This design comes from an exercise in tuning for small area on the open sky130 flow, not from production work.
In this exercise RTL edits were held to simulation tests only and were not proved equivalent to the original.
Power is estimated from default activity; no workload was simulated.

==> design/flow/design.v <==
module uart_bps_1(clk, cnt_start, bps_sig, cnt_n);
  input clk;
  wire clk;
  input cnt_start;
  wire cnt_start;
  output bps_sig;
  wire bps_sig;
  output cnt_n;
  reg cnt_n;
  wire g0;
  wire g1;
  wire g10;
  wire g11;
  wire g12;
  wire g13;
  wire g14;
  wire g15;
  wire g16;
  wire g17;
  wire g18;
  wire g19;
  wire g2;
  wire g20;
  wire g21;
  wire g22;
  wire g23;
  wire g24;
  wire g25;
  wire g26;
  wire g27;
  wire g28;
  wire g29;
  wire g3;
  wire g30;
  wire g31;
  wire g32;
  wire g4;
  wire g5;
  wire g6;
  wire g7;
  wire g8;
  wire g9;
  wire [12:0] s;
  assign g4 = ~(s[8] | s[9]);
  assign g3 = s[10] | s[11];
  assign g2 = g4 & ~(g3);
  assign g1 = s[5] | s[2];
  assign g0 = cnt_n | ~(s[4]);
  assign g32 = ~(s[6] & s[3]);
  assign g18 = g32 | g0;
  assign g19 = g18 | g1;
  assign bps_sig = g2 & ~(g19);
  assign g20 = s[11] & s[9];
  assign g21 = ~(s[7] & s[10]);
  assign g22 = g20 & ~(g21);
  assign g23 = ~(s[1] & s[12]);
  assign g24 = s[6] | s[4];
  assign g25 = g24 | g1;
  assign g26 = g25 | g23;
  assign g27 = g26 | ~(g22);
  assign g28 = ~(g27 & cnt_start);
  assign g17 = s[2] & ~(g28);
  assign g16 = g28 | s[1];
  assign g15 = g28 | cnt_n;
  assign g29 = ~(s[1] ^ s[12]);
  assign g30 = ~(s[4] ^ cnt_n);
  assign g31 = g30 ^ g29;
  assign g14 = ~(g31 | g28);
  assign g13 = s[10] & ~(g28);
  assign g12 = g28 | s[9];
  assign g11 = g28 | s[8];
  assign g10 = g28 | s[7];
  assign g9 = s[6] & ~(g28);
  assign g8 = g28 | s[5];
  assign g7 = g28 | s[4];
  assign g6 = g28 | s[3];
  assign g5 = g28 | s[11];
  always @(posedge clk)
    cnt_n <= g14;
  reg g68;
  always @(posedge clk)
    g68 <= g15;
  assign s[1] = g68;
  reg g69;
  always @(posedge clk)
    g69 <= g16;
  assign s[2] = g69;
  reg g70;
  always @(posedge clk)
    g70 <= g17;
  assign s[3] = g70;
  reg g71;
  always @(posedge clk)
    g71 <= g5;
  assign s[12] = g71;
  reg g72;
  always @(posedge clk)
    g72 <= g6;
  assign s[4] = g72;
  reg g73;
  always @(posedge clk)
    g73 <= g7;
  assign s[5] = g73;
  reg g74;
  always @(posedge clk)
    g74 <= g8;
  assign s[6] = g74;
  reg g75;
  always @(posedge clk)
    g75 <= g9;
  assign s[7] = g75;
  reg g76;
  always @(posedge clk)
    g76 <= g10;
  assign s[8] = g76;
  reg g77;
  always @(posedge clk)
    g77 <= g11;
  assign s[9] = g77;
  reg g78;
  always @(posedge clk)
    g78 <= g12;
  assign s[10] = g78;
  reg g79;
  always @(posedge clk)
    g79 <= g13;
  assign s[11] = g79;
  assign s[0] = cnt_n;
endmodule
module uart_receive_1(clk, rst_n, clk_bps, data_rx, rx_int, data_tx, shift);
  input clk;
  wire clk;
  input rst_n;
  wire rst_n;
  input clk_bps;
  wire clk_bps;
  input data_rx;
  wire data_rx;
  output rx_int;
  reg rx_int;
  output [7:0] data_tx;
  reg [7:0] data_tx;
  output shift;
  wire shift;
  wire g0;
  wire g1;
  wire g10;
  wire g11;
  wire g12;
  wire g13;
  wire g14;
  wire g15;
  wire g16;
  wire g17;
  wire g18;
  wire g19;
  wire g2;
  wire g20;
  wire g21;
  wire g22;
  wire g23;
  wire g24;
  wire g25;
  wire g26;
  wire g27;
  wire g28;
  wire g29;
  wire g3;
  wire g4;
  wire g5;
  wire g6;
  wire g7;
  wire g8;
  wire g9;
  reg [3:0] num;
  reg [1:0] rx;
  assign g16 = clk_bps & ~(num[3]);
  assign g17 = num[0] & ~(g16);
  assign shift = clk_bps & ~(g17);
  assign g18 = num[1] & num[0];
  assign g19 = ~(g18 | clk_bps);
  assign g20 = num[1] & ~(g19);
  assign g21 = ~rx_int;
  assign g22 = g19 & num[2];
  assign g23 = g22 | g21;
  assign g11 = g23 | g20;
  assign g24 = num[1] & ~(clk_bps);
  assign g25 = rx_int & ~(g24);
  assign g26 = ~(clk_bps & num[0]);
  assign g10 = ~(g26 & g25);
  assign g27 = ~(g16 ^ num[0]);
  assign g9 = g25 & ~(g27);
  assign g8 = shift ? data_tx[7] : data_tx[6];
  assign g7 = shift ? data_tx[6] : data_tx[5];
  assign g6 = shift ? data_tx[5] : data_tx[4];
  assign g5 = shift ? data_rx : data_tx[7];
  assign g4 = shift ? data_tx[4] : data_tx[3];
  assign g28 = rx_int & ~(g18);
  assign g29 = rx[1] & ~(rx[0]);
  assign g3 = g29 | g28;
  assign g12 = shift ? data_tx[3] : data_tx[2];
  assign g13 = shift ? data_tx[2] : data_tx[1];
  assign g14 = shift ? data_tx[1] : data_tx[0];
  assign g0 = num[2] | ~(clk_bps);
  assign g1 = g19 & ~(num[3]);
  assign g2 = g0 & ~(g1);
  assign g15 = g2 | g21;
  always @(posedge clk)
    num[2] <= g11;
  always @(posedge clk)
    data_tx[1] <= g13;
  always @(posedge clk)
    data_tx[2] <= g12;
  always @(posedge clk, negedge rst_n)
    if (!rst_n) rx[0] <= 1'h1;
    else rx[0] <= data_rx;
  always @(posedge clk, negedge rst_n)
    if (!rst_n) rx_int <= 1'h0;
    else rx_int <= g3;
  always @(posedge clk)
    data_tx[3] <= g4;
  always @(posedge clk)
    data_tx[7] <= g5;
  always @(posedge clk)
    data_tx[4] <= g6;
  always @(posedge clk)
    data_tx[5] <= g7;
  always @(posedge clk)
    data_tx[6] <= g8;
  always @(posedge clk)
    num[0] <= g9;
  always @(posedge clk, negedge rst_n)
    if (!rst_n) rx[1] <= 1'h1;
    else rx[1] <= rx[0];
  always @(posedge clk)
    num[3] <= g15;
  always @(posedge clk)
    num[1] <= g10;
  always @(posedge clk)
    data_tx[0] <= g14;
endmodule
module surf_internet_rx(clk, rst_n, data_rx, shift, rx_int, cnt_b1, flag_en_1, addr_daohang_data, data_rx_end_internet);
  input clk;
  wire clk;
  input rst_n;
  wire rst_n;
  input [7:0] data_rx;
  wire [7:0] data_rx;
  input shift;
  wire shift;
  input rx_int;
  wire rx_int;
  input cnt_b1;
  wire cnt_b1;
  output flag_en_1;
  wire flag_en_1;
  output [7:0] addr_daohang_data;
  reg [7:0] addr_daohang_data;
  output [12:0] data_rx_end_internet;
  wire [12:0] data_rx_end_internet;
  reg [5:0] cnt_1;
  reg [6:0] count;
  reg [7:0] count_1;
  reg [3:0] d0;
  wire [3:0] d1;
  reg [3:0] direction;
  wire g0;
  wire g1;
  wire g10;
  wire g100;
  wire g101;
  wire g102;
  wire g103;
  wire g104;
  wire g105;
  wire g106;
  wire g107;
  wire g108;
  wire g109;
  wire g11;
  wire g110;
  wire g111;
  wire g112;
  wire g113;
  wire g114;
  wire g115;
  wire g116;
  wire g117;
  wire g118;
  wire g119;
  wire g12;
  wire g120;
  wire g121;
  wire g122;
  wire g123;
  wire g124;
  wire g125;
  wire g126;
  wire g127;
  wire g128;
  wire g129;
  wire g13;
  wire g130;
  wire g131;
  wire g132;
  wire g133;
  wire g134;
  wire g135;
  wire g136;
  wire g137;
  wire g138;
  wire g139;
  wire g14;
  wire g140;
  wire g141;
  wire g142;
  wire g143;
  wire g144;
  wire g145;
  wire g146;
  wire g147;
  wire g148;
  wire g149;
  wire g15;
  wire g150;
  wire g151;
  wire g152;
  wire g153;
  wire g154;
  wire g155;
  wire g156;
  wire g157;
  wire g158;
  wire g159;
  wire g16;
  wire g160;
  wire g161;
  wire g162;
  wire g163;
  wire g164;
  wire g165;
  wire g166;
  wire g167;
  wire g168;
  wire g169;
  wire g17;
  wire g170;
  wire g171;
  wire g172;
  wire g173;
  wire g174;
  wire g175;
  wire g176;
  wire g177;
  wire g178;
  wire g179;
  wire g18;
  wire g180;
  wire g181;
  wire g182;
  wire g183;
  wire g184;
  wire g185;
  wire g186;
  wire g187;
  wire g188;
  wire g189;
  wire g19;
  wire g190;
  wire g191;
  wire g192;
  wire g193;
  wire g194;
  wire g195;
  wire g196;
  wire g197;
  wire g198;
  wire g199;
  wire g2;
  wire g20;
  wire g200;
  wire g201;
  wire g202;
  wire g203;
  wire g204;
  wire g205;
  wire g206;
  wire g207;
  wire g208;
  wire g209;
  wire g21;
  wire g210;
  wire g211;
  wire g212;
  wire g213;
  wire g214;
  wire g215;
  wire g216;
  wire g217;
  wire g218;
  wire g219;
  wire g22;
  wire g220;
  wire g221;
  wire g222;
  wire g223;
  wire g224;
  wire g225;
  wire g226;
  wire g227;
  wire g228;
  wire g229;
  wire g23;
  wire g230;
  wire g231;
  wire g232;
  wire g233;
  wire g234;
  wire g235;
  wire g236;
  wire g237;
  wire g238;
  wire g239;
  wire g24;
  wire g240;
  wire g241;
  wire g242;
  wire g243;
  wire g244;
  wire g245;
  wire g246;
  wire g247;
  wire g248;
  wire g249;
  wire g25;
  wire g250;
  wire g251;
  wire g252;
  wire g253;
  wire g254;
  wire g255;
  wire g256;
  wire g257;
  wire g258;
  wire g259;
  wire g26;
  wire g260;
  wire g261;
  wire g262;
  wire g263;
  wire g264;
  wire g265;
  wire g266;
  wire g267;
  wire g268;
  wire g269;
  wire g27;
  wire g270;
  wire g271;
  wire g272;
  wire g273;
  wire g274;
  wire g275;
  wire g276;
  wire g277;
  wire g278;
  wire g279;
  wire g28;
  wire g280;
  wire g281;
  wire g282;
  wire g283;
  wire g284;
  wire g285;
  wire g286;
  wire g287;
  wire g288;
  wire g289;
  wire g29;
  wire g290;
  wire g291;
  wire g292;
  wire g293;
  wire g294;
  wire g295;
  wire g296;
  wire g297;
  wire g298;
  wire g299;
  wire g3;
  wire g30;
  wire g300;
  wire g301;
  wire g302;
  wire g303;
  wire g304;
  wire g305;
  wire g306;
  wire g307;
  wire g308;
  wire g309;
  wire g31;
  wire g310;
  wire g311;
  wire g312;
  wire g313;
  wire g314;
  wire g315;
  wire g316;
  wire g317;
  wire g318;
  wire g319;
  wire g32;
  wire g320;
  wire g321;
  wire g322;
  wire g323;
  wire g324;
  wire g325;
  wire g326;
  wire g327;
  wire g328;
  wire g329;
  wire g33;
  wire g330;
  wire g331;
  wire g332;
  wire g333;
  wire g334;
  wire g335;
  wire g336;
  wire g337;
  wire g338;
  wire g339;
  wire g34;
  wire g340;
  wire g341;
  wire g342;
  wire g343;
  wire g344;
  wire g345;
  wire g346;
  wire g347;
  wire g348;
  wire g349;
  wire g35;
  wire g350;
  wire g351;
  wire g352;
  wire g353;
  wire g354;
  wire g355;
  wire g356;
  wire g357;
  wire g358;
  wire g359;
  wire g36;
  wire g360;
  wire g361;
  wire g362;
  wire g363;
  wire g364;
  wire g365;
  wire g366;
  wire g367;
  wire g368;
  wire g369;
  wire g37;
  wire g370;
  wire g371;
  wire g372;
  wire g373;
  wire g374;
  wire g375;
  wire g376;
  wire g377;
  wire g378;
  wire g379;
  wire g38;
  wire g380;
  wire g381;
  wire g382;
  wire g383;
  wire g384;
  wire g385;
  wire g386;
  wire g387;
  wire g388;
  wire g389;
  wire g39;
  wire g390;
  wire g391;
  wire g392;
  wire g393;
  wire g394;
  wire g395;
  wire g396;
  wire g397;
  wire g398;
  wire g399;
  wire g4;
  wire g40;
  wire g400;
  wire g401;
  wire g402;
  wire g403;
  wire g404;
  wire g405;
  wire g406;
  wire g407;
  wire g408;
  wire g409;
  wire g41;
  wire g410;
  wire g411;
  wire g412;
  wire g413;
  wire g414;
  wire g415;
  wire g416;
  wire g417;
  wire g418;
  wire g419;
  wire g42;
  wire g420;
  wire g421;
  wire g422;
  wire g423;
  wire g424;
  wire g425;
  wire g426;
  wire g427;
  wire g428;
  wire g429;
  wire g43;
  wire g430;
  wire g431;
  wire g432;
  wire g433;
  wire g434;
  wire g435;
  wire g436;
  wire g437;
  wire g438;
  wire g439;
  wire g44;
  wire g440;
  wire g441;
  wire g442;
  wire g443;
  wire g444;
  wire g445;
  wire g446;
  wire g447;
  wire g448;
  wire g449;
  wire g45;
  wire g450;
  wire g451;
  wire g452;
  wire g453;
  wire g454;
  wire g455;
  wire g456;
  wire g457;
  wire g458;
  wire g459;
  wire g46;
  wire g460;
  wire g461;
  wire g462;
  wire g463;
  wire g464;
  wire g465;
  wire g466;
  wire g467;
  wire g468;
  wire g469;
  wire g47;
  wire g470;
  wire g471;
  wire g472;
  wire g473;
  wire g474;
  wire g475;
  wire g476;
  wire g477;
  wire g478;
  wire g479;
  wire g48;
  wire g480;
  wire g481;
  wire g482;
  wire g483;
  wire g484;
  wire g485;
  wire g486;
  wire g487;
  wire g488;
  wire g489;
  wire g49;
  wire g490;
  wire g491;
  wire g492;
  wire g493;
  wire g494;
  wire g495;
  wire g496;
  wire g497;
  wire g498;
  wire g499;
  wire g5;
  wire g50;
  wire g500;
  wire g501;
  wire g502;
  wire g503;
  wire g504;
  wire g505;
  wire g506;
  wire g507;
  wire g508;
  wire g509;
  wire g51;
  wire g510;
  wire g511;
  wire g512;
  wire g513;
  wire g514;
  wire g515;
  wire g516;
  wire g517;
  wire g518;
  wire g519;
  wire g52;
  wire g520;
  wire g521;
  wire g522;
  wire g523;
  wire g524;
  wire g525;
  wire g526;
  wire g527;
  wire g528;
  wire g529;
  wire g53;
  wire g530;
  wire g531;
  wire g532;
  wire g533;
  wire g54;
  wire g55;
  wire g56;
  wire g57;
  wire g58;
  wire g59;
  wire g6;
  wire g60;
  wire g61;
  wire g62;
  wire g63;
  wire g64;
  wire g65;
  wire g66;
  wire g67;
  wire g68;
  wire g69;
  wire g7;
  wire g70;
  wire g71;
  wire g72;
  wire g73;
  wire g74;
  wire g75;
  wire g76;
  wire g77;
  wire g78;
  wire g79;
  wire g8;
  wire g80;
  wire g81;
  wire g82;
  wire g83;
  wire g84;
  wire g85;
  wire g86;
  wire g87;
  wire g88;
  wire g89;
  wire g9;
  wire g90;
  wire g91;
  wire g92;
  wire g93;
  wire g94;
  wire g95;
  wire g96;
  wire g97;
  wire g98;
  wire g99;
  reg m1;
  reg m2;
  wire [3:0] n1;
  reg [3:0] n2;
  reg nege;
  reg nege1;
  reg [5:0] num;
  reg [5:0] num_1;
  reg pk1_comma;
  reg pk_comma;
  reg pk_digit;
  reg [3:0] pk_nib;
  reg [3:0] s1;
  reg [3:0] s2;
  reg timeout;
  reg timeout_1;
  reg [2:0] tmr;
  reg two;
  reg valid;
  assign g461 = g458 & ~(g460);
  assign g462 = g461 ^ data_rx[2];
  assign g463 = s2[3] & ~(g458);
  assign g464 = g463 ^ g529;
  assign g465 = g283 | ~(g287);
  assign g466 = g94 & ~(g288);
  assign g467 = g459 & ~(g466);
  assign g468 = g465 & ~(g467);
  assign g469 = g468 ^ g520;
  assign g470 = g469 | g464;
  assign g471 = g470 | g462;
  assign g472 = g457 & ~(g471);
  assign g473 = g472 & ~(g448);
  assign g349 = g473 | g441;
  assign g474 = count[6] ^ count[2];
  assign g475 = g18 & ~(g474);
  assign g476 = count[0] & ~(g16);
  assign g348 = g476 | g475;
  assign g347 = g43 ? pk_nib[3] : d0[3];
  assign g346 = g43 ? pk_nib[0] : d0[0];
  assign g477 = num_1[3] & ~(g429);
  assign g478 = num_1[2] & ~(g431);
  assign g345 = g478 | g477;
  assign g479 = cnt_1[4] & ~(g271);
  assign g480 = cnt_1[5] & ~(g268);
  assign g344 = g480 | g479;
  assign g481 = num_1[2] & ~(g429);
  assign g482 = num_1[1] & ~(g431);
  assign g343 = g482 | g481;
  assign g342 = g45 ? direction[3] : data_rx_end_internet[3];
  assign g483 = valid & ~(shift);
  assign g341 = g483 | nege;
  assign g484 = num_1[1] & ~(g429);
  assign g485 = num_1[0] & ~(g431);
  assign g340 = g485 | g484;
  assign g486 = num_1[5] & ~(g429);
  assign g487 = num_1[4] & ~(g431);
  assign g339 = g487 | g486;
  assign g488 = num_1[0] & ~(g429);
  assign g489 = num_1[2] & num_1[1];
  assign g490 = ~(num_1[4] & num_1[3]);
  assign g491 = g489 & ~(g490);
  assign g492 = num_1[0] & ~(g491);
  assign g493 = g492 ^ num_1[5];
  assign g494 = ~(g493 | g431);
  assign g338 = g494 | g488;
  assign g495 = num[3] & ~(g245);
  assign g497 = num[2] & ~(g247);
  assign g337 = g497 | g495;
  assign g498 = g443 & g289;
  assign g336 = g284 ? g498 : s2[3];
  assign g499 = num[2] & ~(g245);
  assign g500 = num[1] & ~(g247);
  assign g335 = g500 | g499;
  assign g501 = count_1[7] & ~(g40);
  assign g502 = g42 & count_1[6];
  assign g334 = g502 | g501;
  assign g503 = num[1] & ~(g245);
  assign g504 = num[0] & ~(g247);
  assign g333 = g504 | g503;
  assign g505 = num[0] & ~(g245);
  assign g506 = num[2] & num[1];
  assign g507 = ~(num[4] & num[3]);
  assign g508 = g506 & ~(g507);
  assign g509 = num[0] & ~(g508);
  assign g510 = g509 ^ num[5];
  assign g511 = ~(g510 | g247);
  assign g332 = g511 | g505;
  assign g331 = g240 ? pk_nib[3] : n1[3];
  always @(posedge clk, negedge rst_n)
    if (!rst_n) direction[2] <= 1'h0;
    else direction[2] <= g420;
  always @(posedge clk, negedge rst_n)
    if (!rst_n) n2[0] <= 1'h1;
    else n2[0] <= g421;
  always @(posedge clk, negedge rst_n)
    if (!rst_n) n2[1] <= 1'h1;
    else n2[1] <= g422;
  always @(posedge clk, negedge rst_n)
    if (!rst_n) n2[2] <= 1'h1;
    else n2[2] <= g423;
  always @(posedge clk, negedge rst_n)
    if (!rst_n) m2 <= 1'h0;
    else m2 <= g349;
  always @(posedge clk)
    count[1] <= g350;
  always @(posedge clk)
    num[3] <= g337;
  always @(posedge clk)
    count[2] <= g351;
  always @(posedge clk)
    num[0] <= g332;
  always @(posedge clk)
    count[3] <= g352;
  always @(posedge clk)
    num_1[0] <= g338;
  always @(posedge clk)
    pk_nib[3] <= g353;
  always @(posedge clk)
    count[4] <= g354;
  always @(posedge clk)
    count_1[7] <= g334;
  always @(posedge clk)
    num_1[4] <= g355;
  always @(posedge clk, negedge rst_n)
    if (!rst_n) num_1[5] <= 1'h1;
    else num_1[5] <= g339;
  always @(posedge clk, negedge rst_n)
    if (!rst_n) m1 <= 1'h0;
    else m1 <= g356;
  always @(posedge clk)
    tmr[2] <= g357;
  always @(posedge clk)
    num_1[1] <= g340;
  always @(posedge clk)
    count[6] <= g358;
  reg g1089;
  always @(posedge clk, negedge rst_n)
    if (!rst_n) g1089 <= 1'h1;
    else g1089 <= g331;
  assign n1[3] = g1089;
  always @(posedge clk)
    count[5] <= g359;
  always @(posedge clk, negedge rst_n)
    if (!rst_n) valid <= 1'h0;
    else valid <= g341;
  always @(posedge clk, negedge rst_n)
    if (!rst_n) addr_daohang_data[7] <= 1'h0;
    else addr_daohang_data[7] <= g360;
  always @(posedge clk)
    count_1[0] <= g361;
  reg g1094;
  always @(posedge clk, negedge rst_n)
    if (!rst_n) g1094 <= 1'h0;
    else g1094 <= g342;
  assign data_rx_end_internet[3] = g1094;
  always @(posedge clk)
    count_1[1] <= g362;
  always @(posedge clk)
    num_1[2] <= g343;
  always @(posedge clk)
    count_1[2] <= g363;
  always @(posedge clk)
    num[2] <= g335;
  always @(posedge clk)
    count_1[3] <= g364;
  always @(posedge clk, negedge rst_n)
    if (!rst_n) cnt_1[5] <= 1'h0;
    else cnt_1[5] <= g344;
  always @(posedge clk)
    count_1[4] <= g365;
  always @(posedge clk)
    num_1[3] <= g345;
  always @(posedge clk)
    count_1[5] <= g366;
  always @(posedge clk)
    num[1] <= g333;
  always @(posedge clk)
    count_1[6] <= g367;
  always @(posedge clk, negedge rst_n)
    if (!rst_n) d0[0] <= 1'h0;
    else d0[0] <= g346;
  always @(posedge clk, negedge rst_n)
    if (!rst_n) d0[1] <= 1'h0;
    else d0[1] <= g368;
  always @(posedge clk, negedge rst_n)
    if (!rst_n) d0[2] <= 1'h0;
    else d0[2] <= g369;
  reg g1109;
  always @(posedge clk, negedge rst_n)
    if (!rst_n) g1109 <= 1'h0;
    else g1109 <= g370;
  assign data_rx_end_internet[0] = g1109;
  always @(posedge clk, negedge rst_n)
    if (!rst_n) pk1_comma <= 1'h0;
    else pk1_comma <= g371;
  reg g1111;
  always @(posedge clk, negedge rst_n)
    if (!rst_n) g1111 <= 1'h0;
    else g1111 <= g372;
  assign data_rx_end_internet[1] = g1111;
  reg g1112;
  always @(posedge clk, negedge rst_n)
    if (!rst_n) g1112 <= 1'h0;
    else g1112 <= g373;
  assign data_rx_end_internet[2] = g1112;
  reg g1113;
  always @(posedge clk, negedge rst_n)
    if (!rst_n) g1113 <= 1'h0;
    else g1113 <= g374;
  assign d1[0] = g1113;
  always @(posedge clk, negedge rst_n)
    if (!rst_n) pk_digit <= 1'h0;
    else pk_digit <= g375;
  always @(posedge clk)
    num[4] <= g376;
  always @(posedge clk, negedge rst_n)
    if (!rst_n) d0[3] <= 1'h0;
    else d0[3] <= g347;
  reg g1117;
  always @(posedge clk, negedge rst_n)
    if (!rst_n) g1117 <= 1'h0;
    else g1117 <= g377;
  assign data_rx_end_internet[5] = g1117;
  reg g1118;
  always @(posedge clk, negedge rst_n)
    if (!rst_n) g1118 <= 1'h0;
    else g1118 <= g378;
  assign data_rx_end_internet[6] = g1118;
  reg g1119;
  always @(posedge clk, negedge rst_n)
    if (!rst_n) g1119 <= 1'h0;
    else g1119 <= g379;
  assign data_rx_end_internet[7] = g1119;
  reg g1120;
  always @(posedge clk, negedge rst_n)
    if (!rst_n) g1120 <= 1'h0;
    else g1120 <= g380;
  assign data_rx_end_internet[8] = g1120;
  reg g1121;
  always @(posedge clk, negedge rst_n)
    if (!rst_n) g1121 <= 1'h0;
    else g1121 <= g381;
  assign data_rx_end_internet[9] = g1121;
  reg g1122;
  always @(posedge clk, negedge rst_n)
    if (!rst_n) g1122 <= 1'h0;
    else g1122 <= g382;
  assign data_rx_end_internet[10] = g1122;
  reg g1123;
  always @(posedge clk, negedge rst_n)
    if (!rst_n) g1123 <= 1'h0;
    else g1123 <= g383;
  assign data_rx_end_internet[11] = g1123;
  always @(posedge clk, negedge rst_n)
    if (!rst_n) s1[0] <= 1'h0;
    else s1[0] <= g384;
  always @(posedge clk, negedge rst_n)
    if (!rst_n) n2[3] <= 1'h1;
    else n2[3] <= g385;
  always @(posedge clk, negedge rst_n)
    if (!rst_n) s1[1] <= 1'h0;
    else s1[1] <= g386;
  always @(posedge clk, negedge rst_n)
    if (!rst_n) s1[2] <= 1'h0;
    else s1[2] <= g387;
  always @(posedge clk, negedge rst_n)
    if (!rst_n) timeout <= 1'h0;
    else timeout <= g388;
  always @(posedge clk, negedge rst_n)
    if (!rst_n) timeout_1 <= 1'h0;
    else timeout_1 <= g389;
  reg g1130;
  always @(posedge clk, negedge rst_n)
    if (!rst_n) g1130 <= 1'h0;
    else g1130 <= g390;
  assign data_rx_end_internet[12] = g1130;
  always @(posedge clk, negedge rst_n)
    if (!rst_n) pk_comma <= 1'h0;
    else pk_comma <= g391;
  always @(posedge clk, negedge rst_n)
    if (!rst_n) s1[3] <= 1'h0;
    else s1[3] <= g392;
  always @(posedge clk, negedge rst_n)
    if (!rst_n) addr_daohang_data[0] <= 1'h0;
    else addr_daohang_data[0] <= g393;
  always @(posedge clk, negedge rst_n)
    if (!rst_n) addr_daohang_data[1] <= 1'h0;
    else addr_daohang_data[1] <= g394;
  always @(posedge clk, negedge rst_n)
    if (!rst_n) addr_daohang_data[2] <= 1'h0;
    else addr_daohang_data[2] <= g395;
  always @(posedge clk, negedge rst_n)
    if (!rst_n) addr_daohang_data[3] <= 1'h0;
    else addr_daohang_data[3] <= g396;
  always @(posedge clk, negedge rst_n)
    if (!rst_n) addr_daohang_data[4] <= 1'h0;
    else addr_daohang_data[4] <= g397;
  always @(posedge clk, negedge rst_n)
    if (!rst_n) addr_daohang_data[5] <= 1'h0;
    else addr_daohang_data[5] <= g398;
  always @(posedge clk, negedge rst_n)
    if (!rst_n) addr_daohang_data[6] <= 1'h0;
    else addr_daohang_data[6] <= g399;
  always @(posedge clk)
    tmr[0] <= g400;
  always @(posedge clk)
    count[0] <= g348;
  always @(posedge clk)
    tmr[1] <= g401;
  always @(posedge clk, negedge rst_n)
    if (!rst_n) nege <= 1'h0;
    else nege <= g496;
  always @(posedge clk, negedge rst_n)
    if (!rst_n) s2[3] <= 1'h0;
    else s2[3] <= g336;
  always @(posedge clk)
    two <= g413;
  always @(posedge clk)
    pk_nib[0] <= g402;
  always @(posedge clk)
    pk_nib[1] <= g403;
  always @(posedge clk)
    pk_nib[2] <= g404;
  reg g1149;
  always @(posedge clk, negedge rst_n)
    if (!rst_n) g1149 <= 1'h1;
    else g1149 <= g405;
  assign n1[1] = g1149;
  reg g1150;
  always @(posedge clk, negedge rst_n)
    if (!rst_n) g1150 <= 1'h0;
    else g1150 <= g406;
  assign d1[2] = g1150;
  always @(posedge clk, negedge rst_n)
    if (!rst_n) cnt_1[0] <= 1'h0;
    else cnt_1[0] <= g407;
  always @(posedge clk, negedge rst_n)
    if (!rst_n) num[5] <= 1'h1;
    else num[5] <= g408;
  always @(posedge clk)
    nege1 <= nege;
  always @(posedge clk, negedge rst_n)
    if (!rst_n) cnt_1[1] <= 1'h0;
    else cnt_1[1] <= g409;
  always @(posedge clk, negedge rst_n)
    if (!rst_n) direction[3] <= 1'h0;
    else direction[3] <= g410;
  always @(posedge clk, negedge rst_n)
    if (!rst_n) cnt_1[2] <= 1'h0;
    else cnt_1[2] <= g411;
  always @(posedge clk, negedge rst_n)
    if (!rst_n) cnt_1[3] <= 1'h0;
    else cnt_1[3] <= g412;
  always @(posedge clk, negedge rst_n)
    if (!rst_n) cnt_1[4] <= 1'h0;
    else cnt_1[4] <= g414;
  always @(posedge clk, negedge rst_n)
    if (!rst_n) s2[0] <= 1'h0;
    else s2[0] <= g415;
  always @(posedge clk, negedge rst_n)
    if (!rst_n) s2[1] <= 1'h0;
    else s2[1] <= g416;
  always @(posedge clk, negedge rst_n)
    if (!rst_n) s2[2] <= 1'h0;
    else s2[2] <= g417;
  always @(posedge clk, negedge rst_n)
    if (!rst_n) direction[0] <= 1'h0;
    else direction[0] <= g418;
  always @(posedge clk, negedge rst_n)
    if (!rst_n) direction[1] <= 1'h0;
    else direction[1] <= g419;
  assign g330 = cnt_1[1] & cnt_1[0];
  assign g329 = ~(g330 & cnt_1[2]);
  assign flag_en_1 = cnt_1[5] & ~(g329);
  assign g328 = ~num[3];
  assign g327 = num[4] | num[5];
  assign g326 = g328 & ~(g327);
  assign g325 = num[0] & ~(num[1]);
  assign g324 = g325 & num[2];
  assign g323 = ~(g324 & g326);
  assign g413 = pk_comma & ~(g323);
  assign g496 = cnt_b1 & ~(rx_int);
  assign g322 = ~(count[6] & count[2]);
  assign g321 = ~(count[5] & count[3]);
  assign g320 = ~(nege1 & pk_digit);
  assign g319 = g320 | g321;
  assign g318 = g319 | g322;
  assign g317 = num[0] | ~(num[1]);
  assign g316 = g317 | num[2];
  assign g315 = g316 | g318;
  assign g314 = g327 | g328;
  assign g313 = ~(g314 | g315);
  assign g423 = g313 ? pk_nib[2] : n2[2];
  assign g422 = g313 ? pk_nib[1] : n2[1];
  assign g421 = g313 ? pk_nib[0] : n2[0];
  assign g312 = nege & ~(count_1[5]);
  assign g311 = count_1[7] | ~(pk_digit);
  assign g310 = g312 & ~(g311);
  assign g309 = ~(count_1[2] & count_1[6]);
  assign g308 = ~(count_1[1] | count_1[0]);
  assign g307 = ~(count_1[4] | count_1[3]);
  assign g306 = ~(g307 & g308);
  assign g305 = g306 | g309;
  assign g304 = g310 & ~(g305);
  assign g303 = direction[2] & ~(g304);
  assign g302 = num_1[1] | ~(num_1[0]);
  assign g301 = g302 | ~(pk_nib[2]);
  assign g300 = num_1[4] | num_1[3];
  assign g299 = g300 | num_1[5];
  assign g298 = g299 | num_1[2];
  assign g297 = g304 & ~(g298);
  assign g296 = g297 & ~(g301);
  assign g420 = g296 | g303;
  assign g295 = direction[1] & ~(g304);
  assign g294 = g302 | ~(pk_nib[1]);
  assign g293 = g297 & ~(g294);
  assign g419 = g293 | g295;
  assign g292 = direction[0] & ~(g304);
  assign g291 = g302 | ~(pk_nib[0]);
  assign g290 = g297 & ~(g291);
  assign g418 = g290 | g292;
  assign g289 = m2 & nege;
  assign g288 = s2[1] & s2[0];
  assign g287 = ~(g288 | s2[2]);
  assign g286 = s2[3] & ~(g287);
  assign g285 = ~(g286 | g289);
  assign g284 = s2[2] & s2[0];
  assign g283 = ~(s2[3] | s2[1]);
  assign g282 = g283 | ~(g284);
  assign g281 = g282 & ~(g287);
  assign g417 = g285 ? s2[2] : g281;
  assign g280 = s2[0] & ~(g285);
  assign g279 = s2[1] & ~(g280);
  assign g278 = s2[1] | ~(s2[0]);
  assign g277 = s2[3] & s2[2];
  assign g276 = ~(g277 | g278);
  assign g275 = g276 & ~(g285);
  assign g416 = g275 | g279;
  assign g415 = ~(g285 ^ s2[0]);
  assign g274 = num_1[0] | ~(num_1[1]);
  assign g273 = ~(g274 | g298);
  assign g272 = cnt_1[3] & ~(g329);
  assign g271 = g272 | ~(g273);
  assign g270 = g302 | ~(num_1[2]);
  assign g269 = ~(g270 | g299);
  assign g268 = g269 | ~(g271);
  assign g267 = cnt_1[4] & ~(g268);
  assign g266 = cnt_1[3] & ~(g271);
  assign g414 = g266 | g267;
  assign g265 = g273 | cnt_1[3];
  assign g264 = g273 & ~(cnt_1[2]);
  assign g263 = g264 | g269;
  assign g412 = g265 & ~(g263);
  assign g262 = cnt_1[2] & ~(g268);
  assign g261 = cnt_1[1] & ~(g271);
  assign g411 = g261 | g262;
  assign g260 = direction[3] & ~(g304);
  assign g259 = g302 | ~(pk_nib[3]);
  assign g258 = g297 & ~(g259);
  assign g410 = g258 | g260;
  assign g257 = cnt_1[1] & ~(g268);
  assign g256 = cnt_1[0] & ~(g271);
  assign g409 = g256 | g257;
  assign g255 = s1[2] & s1[3];
  assign g254 = s1[1] | s1[0];
  assign g253 = g255 & ~(g254);
  assign g252 = ~(g253 | nege);
  assign g251 = timeout & ~(g252);
  assign g250 = s1[1] & s1[0];
  assign g249 = s1[2] | ~(s1[3]);
  assign g248 = g250 & ~(g249);
  assign g247 = g248 | ~(g251);
  assign g246 = num[4] & ~(g247);
  assign g245 = g248 | g251;
  assign g244 = num[5] & ~(g245);
  assign g408 = g244 | g246;
  assign g243 = ~cnt_1[0];
  assign g242 = ~(g271 | cnt_1[5]);
  assign g241 = cnt_1[0] & ~(g269);
  assign g407 = g242 ? g243 : g241;
  assign g240 = ~(g318 | g323);
  assign g406 = g240 ? pk_nib[2] : d1[2];
  assign g405 = g240 ? pk_nib[1] : n1[1];
  assign g239 = timeout & valid;
  assign g404 = g239 ? data_rx[2] : pk_nib[2];
  assign g403 = g239 ? data_rx[1] : pk_nib[1];
  assign g402 = g239 ? data_rx[0] : pk_nib[0];
  assign g238 = ~(n1[1] ^ pk_nib[1]);
  assign g237 = d1[2] ^ pk_nib[2];
  assign g236 = g238 & ~(g237);
  assign g235 = d1[0] ^ pk_nib[0];
  assign g234 = pk_nib[3] ^ n1[3];
  assign g233 = g234 | g235;
  assign g232 = g236 & ~(g233);
  assign g231 = g232 | ~(g240);
  assign g230 = ~(tmr[1] ^ tmr[0]);
  assign g401 = g231 & ~(g230);
  assign g229 = tmr[1] | tmr[2];
  assign g228 = g229 & ~(tmr[0]);
  assign g400 = g228 | ~(g231);
  assign g227 = flag_en_1 & addr_daohang_data[0];
  assign g226 = g227 & addr_daohang_data[1];
  assign g225 = g226 & addr_daohang_data[2];
  assign g224 = g225 & addr_daohang_data[3];
  assign g223 = g224 & addr_daohang_data[4];
  assign g222 = g223 & addr_daohang_data[5];
  assign g399 = g222 ^ addr_daohang_data[6];
  assign g398 = g223 ^ addr_daohang_data[5];
  assign g397 = g224 ^ addr_daohang_data[4];
  assign g396 = g225 ^ addr_daohang_data[3];
  assign g395 = g226 ^ addr_daohang_data[2];
  assign g394 = g227 ^ addr_daohang_data[1];
  assign g393 = flag_en_1 ^ addr_daohang_data[0];
  assign g221 = g254 & ~(g250);
  assign g220 = g221 | ~(g255);
  assign g219 = ~(m1 & nege);
  assign g218 = ~(s1[2] | s1[1]);
  assign g217 = s1[3] & ~(g218);
  assign g216 = g219 & ~(g217);
  assign g215 = g250 & ~(g216);
  assign g214 = ~(g215 & s1[2]);
  assign g213 = g214 & ~(s1[3]);
  assign g392 = g220 & ~(g213);
  assign g212 = data_rx[3] & data_rx[2];
  assign g211 = data_rx[4] | ~(data_rx[5]);
  assign g210 = g212 & ~(g211);
  assign g209 = data_rx[7] | data_rx[6];
  assign g208 = data_rx[1] | data_rx[0];
  assign g207 = g208 | g209;
  assign g206 = g210 & ~(g207);
  assign g391 = g239 ? g206 : pk_comma;
  assign g205 = n1[3] & ~(n1[1]);
  assign g204 = d0[2] ^ d0[0];
  assign g203 = d1[2] & d0[1];
  assign g202 = n1[1] & ~(n1[3]);
  assign g201 = g202 & d0[0];
  assign g200 = ~(d1[2] | d0[1]);
  assign g199 = g201 & ~(g200);
  assign g198 = ~(g199 | g203);
  assign g197 = g204 & ~(g198);
  assign g196 = g198 & ~(g204);
  assign g195 = ~(g196 | g197);
  assign g194 = g195 ^ g205;
  assign g193 = ~g194;
  assign g192 = d0[2] & d0[0];
  assign g191 = d0[3] ^ d0[1];
  assign g190 = g191 ^ g192;
  assign g189 = ~(g197 | g205);
  assign g188 = ~(g189 | g196);
  assign g187 = g188 & g190;
  assign g186 = d0[3] & d0[1];
  assign g185 = ~(g186 ^ d0[2]);
  assign g184 = g191 & g192;
  assign g183 = ~(g185 | g184);
  assign g182 = g187 ? g185 : g183;
  assign g181 = g182 & ~(g193);
  assign g180 = ~(g203 | g200);
  assign g179 = ~(g180 ^ g201);
  assign g178 = g188 ^ g190;
  assign g177 = g178 & ~(g179);
  assign g176 = ~(g178 ^ g179);
  assign g175 = g202 ^ d0[0];
  assign g174 = d1[0] & ~(g179);
  assign g173 = ~(g174 & g175);
  assign g172 = ~g175;
  assign g171 = g172 & ~(g174);
  assign g170 = g194 & ~(g171);
  assign g169 = g173 & ~(g170);
  assign g168 = g176 & ~(g169);
  assign g167 = ~(g168 | g177);
  assign g166 = g193 & ~(g182);
  assign g165 = ~(g166 | g167);
  assign g164 = ~(g165 | g181);
  assign g163 = g183 & ~(g187);
  assign g162 = d0[2] & ~(g163);
  assign g161 = ~(g162 ^ d0[3]);
  assign g160 = g178 & ~(g161);
  assign g159 = g178 | ~(g161);
  assign g158 = g159 & ~(g160);
  assign g157 = ~(g158 ^ g164);
  assign g156 = ~two;
  assign g155 = g173 & ~(g171);
  assign g154 = g155 ^ g194;
  assign g153 = n2[1] & d1[0];
  assign g152 = ~(g153 | n2[2]);
  assign g151 = ~(g153 & n2[2]);
  assign g150 = g151 & ~(g175);
  assign g149 = ~(g150 | g152);
  assign g148 = g149 & n2[3];
  assign g147 = g149 | n2[3];
  assign g146 = ~d1[0];
  assign g145 = g179 ^ g146;
  assign g144 = g145 & g147;
  assign g143 = g144 | g148;
  assign g142 = g143 & g154;
  assign g141 = ~(g169 ^ g176);
  assign g140 = g141 & g142;
  assign g139 = ~(g181 | g166);
  assign g138 = g139 ^ g167;
  assign g137 = g138 & ~(g140);
  assign g136 = g156 & ~(g137);
  assign g135 = g140 & ~(g138);
  assign g134 = g136 & ~(g135);
  assign g133 = g134 & g157;
  assign g132 = g147 & ~(g148);
  assign g131 = g132 ^ g145;
  assign g130 = two ? g194 : g131;
  assign g129 = g151 & ~(g152);
  assign g128 = g129 ^ g172;
  assign g127 = two ? g179 : g128;
  assign g126 = g127 & ~(g130);
  assign g125 = g143 ^ g154;
  assign g124 = two ? g178 : g125;
  assign g123 = g124 | ~(g126);
  assign g122 = g141 ^ g142;
  assign g121 = two ? g182 : g122;
  assign g120 = ~(g121 & g123);
  assign g119 = g120 | ~(g133);
  assign g118 = g164 & ~(g160);
  assign g117 = g118 | ~(g159);
  assign g116 = g117 ^ g182;
  assign g115 = g156 & ~(g116);
  assign g114 = ~tmr[2];
  assign g113 = tmr[1] & tmr[0];
  assign g112 = g113 & ~(g114);
  assign g111 = g112 | g323;
  assign g110 = g111 | g115;
  assign g109 = g119 & ~(g110);
  assign g108 = ~(g135 ^ g157);
  assign g107 = g108 | two;
  assign g106 = n2[1] ^ d1[0];
  assign g105 = two ? g175 : g106;
  assign g104 = g126 & ~(g105);
  assign g103 = g124 & ~(g104);
  assign g102 = g103 | g121;
  assign g101 = two & ~(g161);
  assign g100 = g101 | g134;
  assign g99 = g100 | g102;
  assign g98 = g107 & ~(g99);
  assign g97 = g109 & ~(g98);
  assign g96 = data_rx_end_internet[12] & ~(g97);
  assign g95 = g109 & ~(g107);
  assign g390 = g95 | g96;
  assign g94 = s2[1] | s2[0];
  assign g93 = g277 & ~(g94);
  assign g92 = count_1[4] & count_1[3];
  assign g91 = g92 & g308;
  assign g90 = timeout_1 & ~(g91);
  assign g389 = g90 | g93;
  assign g89 = count[1] & count[0];
  assign g88 = ~(count[4] & count[5]);
  assign g87 = g89 & ~(g88);
  assign g86 = timeout & ~(g87);
  assign g388 = g86 | g248;
  assign g85 = ~g253;
  assign g84 = ~s1[2];
  assign g83 = g215 ^ g84;
  assign g387 = g85 & ~(g83);
  assign g82 = s1[0] & ~(g216);
  assign g386 = g82 ^ s1[1];
  assign g385 = g313 ? pk_nib[3] : n2[3];
  assign g81 = g216 ^ s1[0];
  assign g384 = g85 & ~(g81);
  assign g383 = g97 ? g100 : data_rx_end_internet[11];
  assign g80 = two ? d1[0] : n2[0];
  assign g79 = g80 & g105;
  assign g78 = g127 & ~(g79);
  assign g77 = g130 & ~(g78);
  assign g76 = ~(g77 & g124);
  assign g75 = g133 & ~(g76);
  assign g74 = g75 ^ g121;
  assign g382 = g97 ? g74 : data_rx_end_internet[10];
  assign g73 = data_rx_end_internet[9] & ~(g97);
  assign g72 = g80 | g105;
  assign g71 = g127 & ~(g72);
  assign g70 = g130 & ~(g71);
  assign g69 = ~(g70 | g124);
  assign g68 = g69 & ~(g121);
  assign g67 = g68 | ~(g133);
  assign g66 = ~(g67 | g78);
  assign g65 = g66 & g130;
  assign g64 = g65 | g124;
  assign g63 = g75 | ~(g97);
  assign g62 = g64 & ~(g63);
  assign g381 = g62 | g73;
  assign g61 = g66 ^ g130;
  assign g380 = g97 ? g61 : data_rx_end_internet[8];
  assign g60 = g67 | g79;
  assign g59 = g60 ^ g127;
  assign g379 = g97 ? g59 : data_rx_end_internet[7];
  assign g58 = g80 & ~(g67);
  assign g57 = g58 ^ g105;
  assign g378 = g97 ? g57 : data_rx_end_internet[6];
  assign g56 = ~(g67 ^ g80);
  assign g377 = g97 ? g56 : data_rx_end_internet[5];
  assign g55 = num[4] & ~(g245);
  assign g54 = num[3] & ~(g247);
  assign g376 = g54 | g55;
  assign g53 = pk_digit & ~(g239);
  assign g52 = data_rx[2] | data_rx[1];
  assign g51 = ~(g52 & data_rx[3]);
  assign g50 = ~(data_rx[5] & valid);
  assign g49 = ~(data_rx[4] & timeout);
  assign g48 = g49 | g209;
  assign g47 = g48 | g50;
  assign g46 = g51 & ~(g47);
  assign g375 = g46 | g53;
  assign g374 = g240 ? pk_nib[0] : d1[0];
  assign g45 = g273 & ~(g97);
  assign g373 = g45 ? direction[2] : data_rx_end_internet[2];
  assign g372 = g45 ? direction[1] : data_rx_end_internet[1];
  assign g44 = ~(timeout_1 & valid);
  assign g371 = g44 ? pk1_comma : g206;
  assign g370 = g45 ? direction[0] : data_rx_end_internet[0];
  assign g43 = g326 & ~(g315);
  assign g369 = g43 ? pk_nib[2] : d0[2];
  assign g368 = g43 ? pk_nib[1] : d0[1];
  assign g42 = nege & pk1_comma;
  assign g41 = count_1[5] | ~(g42);
  assign g40 = g42 | g93;
  assign g39 = ~(g40 | count_1[6]);
  assign g367 = g41 & ~(g39);
  assign g38 = count_1[5] & ~(g40);
  assign g37 = g42 & count_1[4];
  assign g366 = g37 | g38;
  assign g36 = count_1[4] & ~(g40);
  assign g35 = g42 & count_1[3];
  assign g365 = g35 | g36;
  assign g34 = count_1[3] & ~(g40);
  assign g33 = g42 & count_1[2];
  assign g364 = g33 | g34;
  assign g32 = g40 | count_1[2];
  assign g31 = g42 & ~(count_1[1]);
  assign g363 = g32 & ~(g31);
  assign g30 = count_1[1] & ~(g40);
  assign g29 = g42 & count_1[0];
  assign g362 = g29 | g30;
  assign g28 = count_1[0] & ~(g40);
  assign g27 = ~(count_1[5] & count_1[1]);
  assign g26 = g27 | g309;
  assign g25 = g92 & ~(g26);
  assign g24 = count_1[0] ^ count_1[6];
  assign g23 = g24 | g25;
  assign g22 = count_1[7] ^ count_1[1];
  assign g21 = g22 ^ g23;
  assign g20 = g42 & ~(g21);
  assign g361 = g20 | g28;
  assign g19 = g222 & addr_daohang_data[6];
  assign g360 = g19 ^ addr_daohang_data[7];
  assign g18 = pk_comma & nege;
  assign g17 = count[4] | ~(g18);
  assign g16 = g18 | g248;
  assign g15 = ~(g16 | count[5]);
  assign g359 = g17 & ~(g15);
  assign g14 = g16 | count[6];
  assign g13 = g18 & ~(count[5]);
  assign g358 = g14 & ~(g13);
  assign g12 = g113 ^ g114;
  assign g357 = g231 & ~(g12);
  assign g11 = m1 & ~(valid);
  assign g10 = g221 | s1[2];
  assign g9 = s1[0] & ~(s1[1]);
  assign g8 = g9 & ~(g84);
  assign g7 = g8 | s1[3];
  assign g6 = g7 | ~(g10);
  assign g5 = g6 ^ data_rx[0];
  assign g4 = s1[3] & ~(g9);
  assign g3 = ~(s1[3] | s1[1]);
  assign g2 = g3 | s1[2];
  assign g1 = ~(g2 | g4);
  assign g0 = g1 & ~(data_rx[4]);
  assign g533 = s1[3] | s1[0];
  assign g532 = g218 ^ data_rx[2];
  assign g531 = g532 ^ g533;
  assign g530 = g531 | g0;
  assign g529 = ~data_rx[6];
  assign g528 = ~(g249 | s1[1]);
  assign g527 = g529 & ~(g528);
  assign g526 = g9 & ~(g255);
  assign g525 = g526 ^ data_rx[3];
  assign g524 = g525 | g527;
  assign g523 = g528 & ~(g529);
  assign g522 = g523 | g524;
  assign g521 = g522 | g530;
  assign g520 = ~data_rx[1];
  assign g519 = g218 | s1[3];
  assign g518 = g519 | ~(g221);
  assign g517 = g518 & ~(g528);
  assign g516 = g517 ^ g520;
  assign g515 = data_rx[4] & ~(g1);
  assign g514 = g50 | data_rx[7];
  assign g513 = g514 | g515;
  assign g512 = g513 | g516;
  assign g424 = g512 | g521;
  assign g425 = g5 & ~(g424);
  assign g356 = g425 | g11;
  assign g426 = g277 & ~(g278);
  assign g427 = g426 | nege;
  assign g428 = ~(g427 & timeout_1);
  assign g429 = g93 | ~(g428);
  assign g430 = num_1[4] & ~(g429);
  assign g431 = g428 | g93;
  assign g432 = num_1[3] & ~(g431);
  assign g355 = g432 | g430;
  assign g433 = count[4] & ~(g16);
  assign g434 = g18 & count[3];
  assign g354 = g434 | g433;
  assign g353 = g239 ? data_rx[3] : pk_nib[3];
  assign g435 = g16 | count[3];
  assign g436 = g18 & ~(count[2]);
  assign g352 = g435 & ~(g436);
  assign g437 = g16 | count[2];
  assign g438 = g18 & ~(count[1]);
  assign g351 = g437 & ~(g438);
  assign g439 = count[1] & ~(g16);
  assign g440 = g18 & count[0];
  assign g350 = g440 | g439;
  assign g441 = m2 & ~(valid);
  assign g442 = ~(s2[2] | s2[0]);
  assign g443 = s2[1] & ~(s2[3]);
  assign g444 = g443 | g442;
  assign g445 = ~(s2[3] | s2[2]);
  assign g446 = g445 ^ data_rx[3];
  assign g447 = g446 ^ g444;
  assign g448 = g447 | g514;
  assign g449 = g278 | ~(s2[2]);
  assign g450 = g442 | s2[3];
  assign g451 = g449 & ~(g450);
  assign g452 = g451 ^ data_rx[0];
  assign g453 = ~(g442 & s2[1]);
  assign g454 = ~(g449 | s2[3]);
  assign g455 = g454 | ~(g453);
  assign g456 = g455 ^ data_rx[4];
  assign g457 = ~(g456 | g452);
  assign g458 = ~(g94 & g287);
  assign g459 = s2[2] & ~(s2[3]);
  assign g460 = g459 & ~(s2[0]);
  assign { n1[2], n1[0] } = { d1[2], d1[0] };
  assign data_rx_end_internet[4] = 1'h1;
endmodule
module top_rx_surf(
	input 			clk,
	input 			rst_n,
	input 			data_rx,
	output			flag_en_1,
	output [7:0]	addr_daohang_data,
	output [12:0]	data_rx_end_internet
    );
	wire	[7:0]	data_tx;
	wire			rx_int, clk_bps, cnt_b1, shift;
surf_internet_rx u_surf_internet_rx (
    .clk(clk),
    .rst_n(rst_n),
    .data_rx(data_tx),
    .shift(shift),
    .rx_int(rx_int),
    .cnt_b1(cnt_b1),
	.flag_en_1(flag_en_1),
	.addr_daohang_data(addr_daohang_data),
    .data_rx_end_internet(data_rx_end_internet)
    );
uart_bps_1 u_uart_bps_1 (
    .clk(clk),
    .cnt_start(rx_int),
    .bps_sig(clk_bps),
    .cnt_n(cnt_b1)
    );
uart_receive_1 u_uart_receive_1 (
    .clk(clk),
    .rst_n(rst_n),
    .clk_bps(clk_bps),
    .data_rx(data_rx),
    .rx_int(rx_int),
    .data_tx(data_tx),
    .shift(shift)
    );
endmodule
==> design/flow/flow/run.sh <==
#!/bin/bash
# Layout flow: the standard flow (standard.sh: ORFS with the standard
# synthesis), with two changes to how the layout is made:
#  - the port buffers are the smallest buffer (buf_1) instead of the cell
#    buffer_ports picks by itself;
#  - clock tree synthesis inserts no dummy loads.
# Each tool's output is in the ORFS logs; make's output goes to flow.log.
set -euo pipefail
cd "$(dirname "$0")/.."
bash standard.sh \
  BUFFER_PORTS_ARGS="-buffer_cell sky130_fd_sc_hd__buf_1" \
  CTS_ARGS="-sink_clustering_enable -repair_clock_nets -sink_clustering_size 20 -sink_clustering_max_diameter 100 -buf_list sky130_fd_sc_hd__clkbuf_4 -dont_use_dummy_load" \
  RECOVER_POWER=100 \
  finish > flow.log 2>&1
==> design/flow/standard.sh <==
#!/bin/bash
# synth_recipe.tcl (not shown) runs the flow's synth.tcl, then flattens the netlist and writes it again
# the make line also repeats each setting of config.mk as NAME=value (left out here)
make -C /OpenROAD-flow-scripts/flow DESIGN_CONFIG=/design/flow/config.mk WORK_HOME=/design/flow/orfs CLKGATE_MAP_FILE= SYNTH_SCRIPT=/design/flow/synth_recipe.tcl "${@:-finish}"
==> design/flow/config.mk <==
export PLATFORM = sky130hd
export DESIGN_NAME = top_rx_surf
export DESIGN_NICKNAME = top_rx_surf
export VERILOG_FILES = /design/flow/design.v
export SDC_FILE = /design/flow/constraint.sdc
export NUM_CORES = 4
export LEC_CHECK = 0
export CAP_MARGIN = 20
export CORE_MARGIN = 2
export CORE_UTILIZATION = 40
export CTS_BUF_LIST = sky130_fd_sc_hd__clkbuf_4
export CTS_CLUSTER_DIAMETER = 100
export CTS_CLUSTER_SIZE = 30
export SLEW_MARGIN = 20
==> design/flow/constraint.sdc <==
create_clock -name core_clock -period 10.0 [get_ports {clk}]
set_input_delay 2.0000 -clock core_clock [delete_from_list [all_inputs] [get_ports {clk}]]
set_output_delay 2.0000 -clock core_clock [all_outputs]
set_load 0.01 [all_outputs]
==> results.ini, run 1 <==
[logic_synthesis]
yosys.cell_types.count=62
synth_ff_type=dfrtp_1
ys_top_cells_by_area=dfrtp_1, dfxtp_1, ha_1
yosys.area.top_type=dfrtp_1
synthesis.area_um2=6082
avgSynthCellArea_um2=10.36
ys_warn_count=3
synth-edff-count=12
postSynth.asyncResetShare_pct=52.03
syn_inst=587
ys_ff_latch=123
synth_fp_nets=631
ys_seq_area_share_pct=47.93
synth_top_area_share_pct=22.22

[status]
outcome=finished with violations
so_faults=capacitance limit, slew limit

[setup_path]
crit_chain=nor2b_1 > ha_1 > inv_1 > fa_1 > inv_1 > fa_1 > inv_1 > fa_1 > fa_1 > inv_1 > fa_1 > fa_1 > a21boi_0 > nor4_1 > o32ai_1 > o211ai_1 > nor2b_1 > mux2_2
endpoint_kind=flop
path_common_cell=fa_1
required_ns=10.39
critPathMaxFanout=11
critPathSlowestCell=o211ai_1
cp-start-kind=flop
critPathKind=reg2reg
crit_arrival_ns=5.94
slowest_delay_ns=0.70

[layout]
nNetsFinal=644
diodes=0
layout-drive-gt1-share_pct=9.866
final_area_um2=6331
finalNonFillerCells=786
final_core_util_pct=42.11
final_common_cell=nand2_1
nFillCells=1455
layout_common_cells=nand2_1, dfrtp_1, o21ai_0
area_growth_syn_to_layout_pct=4.094

[floorplanning]
num_io_pins=25
fp.dieH_um=127.3
dieWidth_um=127.3
core_area_um2=15030
initial_core_util_pct=40.46
num_rows=45
die_area_um2=16210

[timing]
slew_violations=67
period_share_pct=55.54
final.setup.tns_ns=0
setup_viol=0
finClkSkew_ns=0.03326
slew_headroom_pct=-21.83
fin_ws_ns=4.446
worst_pin_slew_ns=1.827
rsz0062_at_grt=no
clock.fmax_mhz=180.1
hold_viol=0
layout_min_cycle_time_ns=5.554

[grt]
grt_max_degree=34
grt_pass1_vias=3916
grt_usage_pct=14.38
grt_overflow=0
antenna_found_initial=0
grt_pass1_wl_mm=18.82

[cts]
cts_hold_buf=0
cts_inserted_buffers=17
post_cts_buffers=0
cts_resized=0
cts_tree=done
root_buffer=clkbuf_4
insertion_delay_ns=0.51
clkTransAtPathRegs_ns=0.10
clock_sinks=123
cts_max_path_buffers=2
h-tree-depth=4

[power]
irDropWorstVdd_mv=0.09084
p_int_uw=640.6
p_comb_share_pct=6.6
power.switching_uw=194.4
p_per_area_nw_per_um2=131.9
seqPwrFrac_pct=66.1
switching_share_pct=23.28
p_clk_share_pct=27.3
leakagePower_nw=2.774

[drt]
wl_per_cell_um=14.03
vias=4120
drc=0
ant_nets=0
drtIter0Drc=195
first_pass_iters=4
vias_per_cell=5.242
wl_mm=11.03

[placement]
dpl_worst_slack_ns=4.876
gp_congestion=0.8186
place_area_um2=6236
post-dp-hpwl_mm=8.019
numPortBuffers=23
dp.cells=769

[hold_path]
min_path_type=reg2reg

[run]
drv_cap=2

-- per-stage QoR --
| stage | power [mW] | hold WS (ns) |
|---|---|---|
| after floorplan | 0.6005 | 0.3517 |
| after global placement | 0.6170 | 0.3579 |
| after detailed placement | 0.6193 | 0.3585 |
| after CTS | 0.8505 | 0.3745 |
| after global routing | 0.8836 | 0.3792 |
| final | 0.8350 | 0.3715 |
-- final timing paths --
kind,end,start,slack [ns],cells past startpoint
setup / recovery,u_surf_internet_rx.g1112,u_surf_internet_rx.g1089,4.45,18
hold / removal,u_uart_receive_1.rx[1],u_uart_receive_1.rx[0],0.37,0
setup reg to reg,u_surf_internet_rx.g1112,u_surf_internet_rx.g1089,4.45,18
hold reg to reg,u_uart_receive_1.rx[1],u_uart_receive_1.rx[0],0.37,0
max in group asynchronous,u_surf_internet_rx.d0[3],rst_n,5.64,2
min in group asynchronous,u_surf_internet_rx.g1118,rst_n,1.92,1
-- synth_stat cells (11+ instances only) --
| cell | n |
|---|---|
| a21oi_1 | 16 |
| a22o_1 | 12 |
| buf_4 | 13 |
| clkbuf_1 | 15 |
| dfrtp_1 | 54 |
| dfxtp_1 | 47 |
| edfxtp_1 | 12 |
| ha_1 | 33 |
| inv_1 | 37 |
| mux2_2 | 15 |
| nand2_1 | 59 |
| nand2b_1 | 13 |
| nand3_1 | 18 |
| nor2_1 | 30 |
| o21ai_0 | 50 |
| xnor2_1 | 13 |
| xor2_1 | 11 |
-- final cells by class --
type / instances / area [um^2] / share of cell area [%]
sequential: 123 / 2915 / 46.05
clock buffer: 17 / 127.6 / 2.016
multi-input combinational: 397 / 2824 / 44.60
tap: 188 / 235.2 / 3.715
inverter: 37 / 138.9 / 2.194
timing repair buffer: 24 / 90.09 / 1.423
-- kinds of logic after synthesis --
family          synth area share [%]
simple gates                   15.72
other cells                  0.06166
buf+inv                        5.184
compound gates                 12.73
fa+ha+maj                      9.422
xor+xnor                       3.456
mux                            5.493
flops                          47.93
-- routing by layer --
| layer | track usage [%] | vias to the layer above | part of all wire [%] |
|---|---|---|---|
| met5 | 0 | - | 0 |
| met1 | 18.47 | 1991 | 48 |
| met3 | 4.355 | 6 | 3.7 |
| met4 | 4.525 | 0 | 0.68 |
| li1 | - | 2055 | - |
| met2 | 23.37 | 68 | 48 |
-- flip-flops by register name, indices dropped and copies added (netlist names), 6 cells and up --
| name | count |
|---|---|
| u_surf_internet_rx.addr_daohang_data | 8 |
| u_uart_receive_1.data_tx | 8 |
| u_surf_internet_rx.count_1 | 8 |
| u_surf_internet_rx.num | 6 |
| u_surf_internet_rx.num_1 | 6 |
| u_surf_internet_rx.cnt_1 | 6 |
| u_surf_internet_rx.count | 7 |
-- critical path: cells and delay by family, from the launching register on --
family / cells / cell delay, ns
DFF: 1 / 0.57
muxes: 1 / 0.39
buffers and inverters: 4 / 0.29
adders and majority gates: 7 / 2.45
and+or+nand+nor: 3 / 0.75
AOI/OAI and AO/OA: 3 / 1.01
-- power by group through the flow --
| stage | logic [mW] | registers (mW) | clock network (mW) |
|---|---|---|---|
| after floorplan | 0.0442 | 0.556 | 0 |
| after global placement | 0.0548 | 0.562 | 0 |
| after detailed placement | 0.0570 | 0.562 | 0 |
| after CTS | 0.0573 | 0.552 | 0.241 |
| after global routing | 0.0636 | 0.556 | 0.264 |
| final | 0.0550 | 0.552 | 0.228 |
==> inputs of run 2 (changes only) <==
--- a/design/flow/flow/run.sh
+++ b/design/flow/flow/run.sh
@@ -11,4 +11,3 @@
   BUFFER_PORTS_ARGS="-buffer_cell sky130_fd_sc_hd__buf_1" \
   CTS_ARGS="-sink_clustering_enable -repair_clock_nets -sink_clustering_size 20 -sink_clustering_max_diameter 100 -buf_list sky130_fd_sc_hd__clkbuf_4 -dont_use_dummy_load" \
-  RECOVER_POWER=100 \
   finish > flow.log 2>&1
==> results.ini, run 2 <==
[status]
outcome=finished clean

[floorplanning]
num_rows=45  ; unchanged
num_io_pins=25  ; unchanged
fp.dieH_um=127.3  ; unchanged
core_area_um2=15030  ; unchanged
dieWidth_um=127.3  ; unchanged
die_area_um2=16210  ; unchanged
initial_core_util_pct=40.46  ; unchanged

[timing]
rsz0062_at_grt=no
finClkSkew_ns=0.03350  ; +0.0002424 ns
hold_viol=0  ; unchanged
setup_viol=0  ; unchanged
clock.fmax_mhz=194.5  ; +8.0%
slew_violations=0  ; -100%
period_share_pct=51.43  ; -4.1 points
slew_headroom_pct=51.01  ; +73 points
final.setup.tns_ns=0  ; unchanged
worst_pin_slew_ns=0.7272  ; -1.100 ns
layout_min_cycle_time_ns=5.143  ; -0.4110 ns

[layout]
final_core_util_pct=42.33  ; +0.22 points
nNetsFinal=644  ; unchanged
diodes=0  ; unchanged
layout-drive-gt1-share_pct=11.20  ; +1.3 points
layout_common_cells=nand2_1, dfrtp_1, o21ai_0
final_common_cell=nand2_1
area_growth_syn_to_layout_pct=4.629
largestRegisters=u_surf_internet_rx.addr_daohang_data: 8 flops, u_surf_internet_rx.count_1: 8 flops, u_uart_receive_1.data_tx: 8 flops
finalNonFillerCells=786  ; unchanged
nFillCells=1450  ; -0.34%

[power]
p_per_area_nw_per_um2=131.3  ; -0.47%
total_power_uw=835.4  ; about the same
irDropWorstVdd_mv=0.09081  ; about the same
leakagePower_nw=2.798  ; +0.85%

[cts]
h-tree-depth=4  ; unchanged
root_buffer=clkbuf_4
cts_tree=done
cts_inserted_buffers=17  ; unchanged
post_cts_buffers=0  ; unchanged
cts_resized=0  ; unchanged
clock_sinks=123  ; unchanged
clkTransAtPathRegs_ns=0.10  ; about the same
cts_hold_buf=0  ; unchanged
cts_max_path_buffers=2  ; unchanged
insertion_delay_ns=0.51  ; about the same

[logic_synthesis]
ys_top_cells_by_area=dfrtp_1, dfxtp_1, ha_1
yosys.cell_types.count=62  ; unchanged
synthesis.area_um2=6082  ; unchanged
postSynth.asyncResetShare_pct=52.03  ; unchanged
synth-compound-area-share_pct=12.73  ; unchanged
ys_seq_area_share_pct=47.93  ; unchanged
ys_ff_latch=123  ; unchanged
post-synth-top-count-cell=nand2_1
avgSynthCellArea_um2=10.36  ; unchanged
synth-edff-count=12  ; unchanged
synth_top_area_share_pct=22.22  ; unchanged
synth_top_cells_by_count=nand2_1, dfrtp_1, o21ai_0
synthSimpleGateAreaFrac_pct=15.72  ; unchanged
syn_inst=587  ; unchanged
synthXorXnorAreaFrac_pct=3.456  ; unchanged
synthAdderAreaFrac_pct=9.422  ; unchanged
ys_warn_count=3  ; unchanged
synth_top_family_by_area=simple AND/OR/NAND/NOR gates
yosys.area.top_type=dfrtp_1
synth_fp_nets=631  ; unchanged
synth_mux_area_share_pct=5.493  ; unchanged
synth_ff_type=dfrtp_1

[grt]
antenna_found_initial=0  ; unchanged
grt_overflow=0  ; unchanged
grt_usage_pct=14.38  ; unchanged
grt_max_degree=34  ; unchanged
grt_pass1_vias=3916  ; unchanged
grt_pass1_wl_mm=18.82  ; unchanged

[setup_path]
critPathKind=reg2reg
crit_arrival_ns=5.53  ; -0.41 ns
critPathSlowestCell=fa_1
crit_chain=nor2b_1 > ha_1 > inv_1 > fa_1 > inv_1 > fa_1 > inv_1 > fa_1 > fa_1 > inv_1 > fa_1 > fa_1 > a21boi_0 > nor4_1 > o32ai_1 > o211ai_2 > nor2b_4 > mux2_4
critPathMaxFanout=11  ; unchanged
endpoint_kind=flop
cp-start-kind=flop
slowest_delay_ns=0.60  ; -0.10 ns
required_ns=10.39  ; about the same
path_common_cell=fa_1

[drt]
wl_per_cell_um=13.99  ; -0.25%
drc=0  ; unchanged
vias=4111  ; -0.22%
first_pass_iters=4  ; unchanged
wl_mm=11.00  ; -0.25%
drtIter0Drc=237  ; +22%
ant_nets=0  ; unchanged
vias_per_cell=5.230  ; -0.22%

[placement]
numPortBuffers=23  ; unchanged
post-dp-hpwl_mm=8.019  ; unchanged
dp.cells=769  ; unchanged
gp_congestion=0.8186  ; unchanged

[run]
drv_cap=0  ; -2

[hold_path]
min_path_type=reg2reg

[run 2: changes by cell type in the layout (fill, tap and decap cells not counted)]
cell	delta
mux2_1	-1
mux2_4	+4
clkbuf_1	-2
nor2b_1	-1
buf_2	+1
buf_4	+1
o211ai_2	+1
and2_1	+4
o211ai_1	-1
mux2_2	-3
and2_0	-4
dfstp_2	+3
dfstp_1	-3
nor2b_4	+1
[run 2: path summary, 6_finish.rpt]
check	slack, ns	from	endpoint	cells past startpoint
max	4.86	u_surf_internet_rx.g1089	u_surf_internet_rx.g1112	18
min	0.37	u_uart_receive_1.rx[0]	u_uart_receive_1.rx[1]	0
max reg2reg	4.86	u_surf_internet_rx.g1089	u_surf_internet_rx.g1112	18
min reg2reg	0.37	u_uart_receive_1.rx[0]	u_uart_receive_1.rx[1]	0
max in group asynchronous	7.52	rst_n	u_surf_internet_rx.g1149	2
min in group asynchronous	1.53	rst_n	u_surf_internet_rx.g1118	1
[run 2: cells by family after synthesis]
kind of cell / Yosys count
compound gates: 118
xor+xnor: 24
fa+ha+maj: 41
buf+inv: 67
flops: 123
mux: 28
other cells: 1
simple gates: 185
[run 2: area by class of cell]
cell class / instances / area, um^2 / share of cell area [%]
repair buffers: 24 / 95.09 / 1.494
well taps: 188 / 235.2 / 3.696
inverters: 37 / 138.9 / 2.182
clock buffers: 17 / 127.6 / 2.006
multi-input cells: 397 / 2851 / 44.81
flip-flops and latches: 123 / 2915 / 45.81
[run 2: worst max-delay path: cells and delay by family (launching register included)]
family	cells	cell delay, ns
compound gates	3	0.79
simple gates	3	0.65
flops	1	0.56
fa+ha+maj	7	2.45
mux	1	0.32
buf+inv	4	0.29
[run 2: power by group]
| part | total (mW) | internal, mW | leakage [nW] | switching (mW) |
|---|---|---|---|---|
| clock | 0.228 | 0.0776 | 0.0782 | 0.150 |
| sequential | 0.552 | 0.534 | 1.34 | 0.0185 |
| combinational | 0.0553 | 0.0297 | 1.38 | 0.0256 |
[run 2: layer usage]
layer  up-vias  wire [um]  global-route usage (%)
met5         -          0                       0
met4         0        106                   4.525
met3        11        411                   4.355
met2        73       5181                   23.37
met1      1970       5298                   18.47
li1       2057          -                       -
[run 2: stage by stage]
stage          setup slack (ns)  cell area, um^2  hold WS [ns]
2_1_floorplan             5.506             6082        0.3517
3_3_place_gp              5.013             6236        0.3579
3_5_place_dp              4.876             6236        0.3585
4_1_cts                   4.877             6364        0.3745
5_1_grt                   4.505             6364        0.3792
6_report                  4.857             6364        0.3715

## port drivers added, routing unchanged
Ports are ideal in the flow. The routed layouts listed here were re-timed in OpenROAD.
Step 1 (the two cells are an assumption about what drives the block):
set clk [get_ports {clk}]
set_driving_cell -lib_cell sky130_fd_sc_hd__clkbuf_16 $clk
set_driving_cell -lib_cell sky130_fd_sc_hd__buf_2 [delete_from_list [all_inputs] $clk]
Step 2 times the ports against the registers' clock, not the clock port: input delays grow and output delays shrink by t, the midpoint of the rising clock arrivals with the driver on.
Three values: ideal ports, drivers, drivers and shift; two values: the first two.
run	shift t [ns]	slack for setup (ns)	worst hold slack (ns)	slew at the worst register clock pin (ns)	pins driven straight from the clock port
run 1	0.528	4.446 / 4.446 / 4.446	0.371 / 0.371 / 0.371	0.10 / 0.10	1
run 2	0.526	4.857 / 4.857 / 4.857	0.371 / 0.371 / 0.371	0.11 / 0.11	1
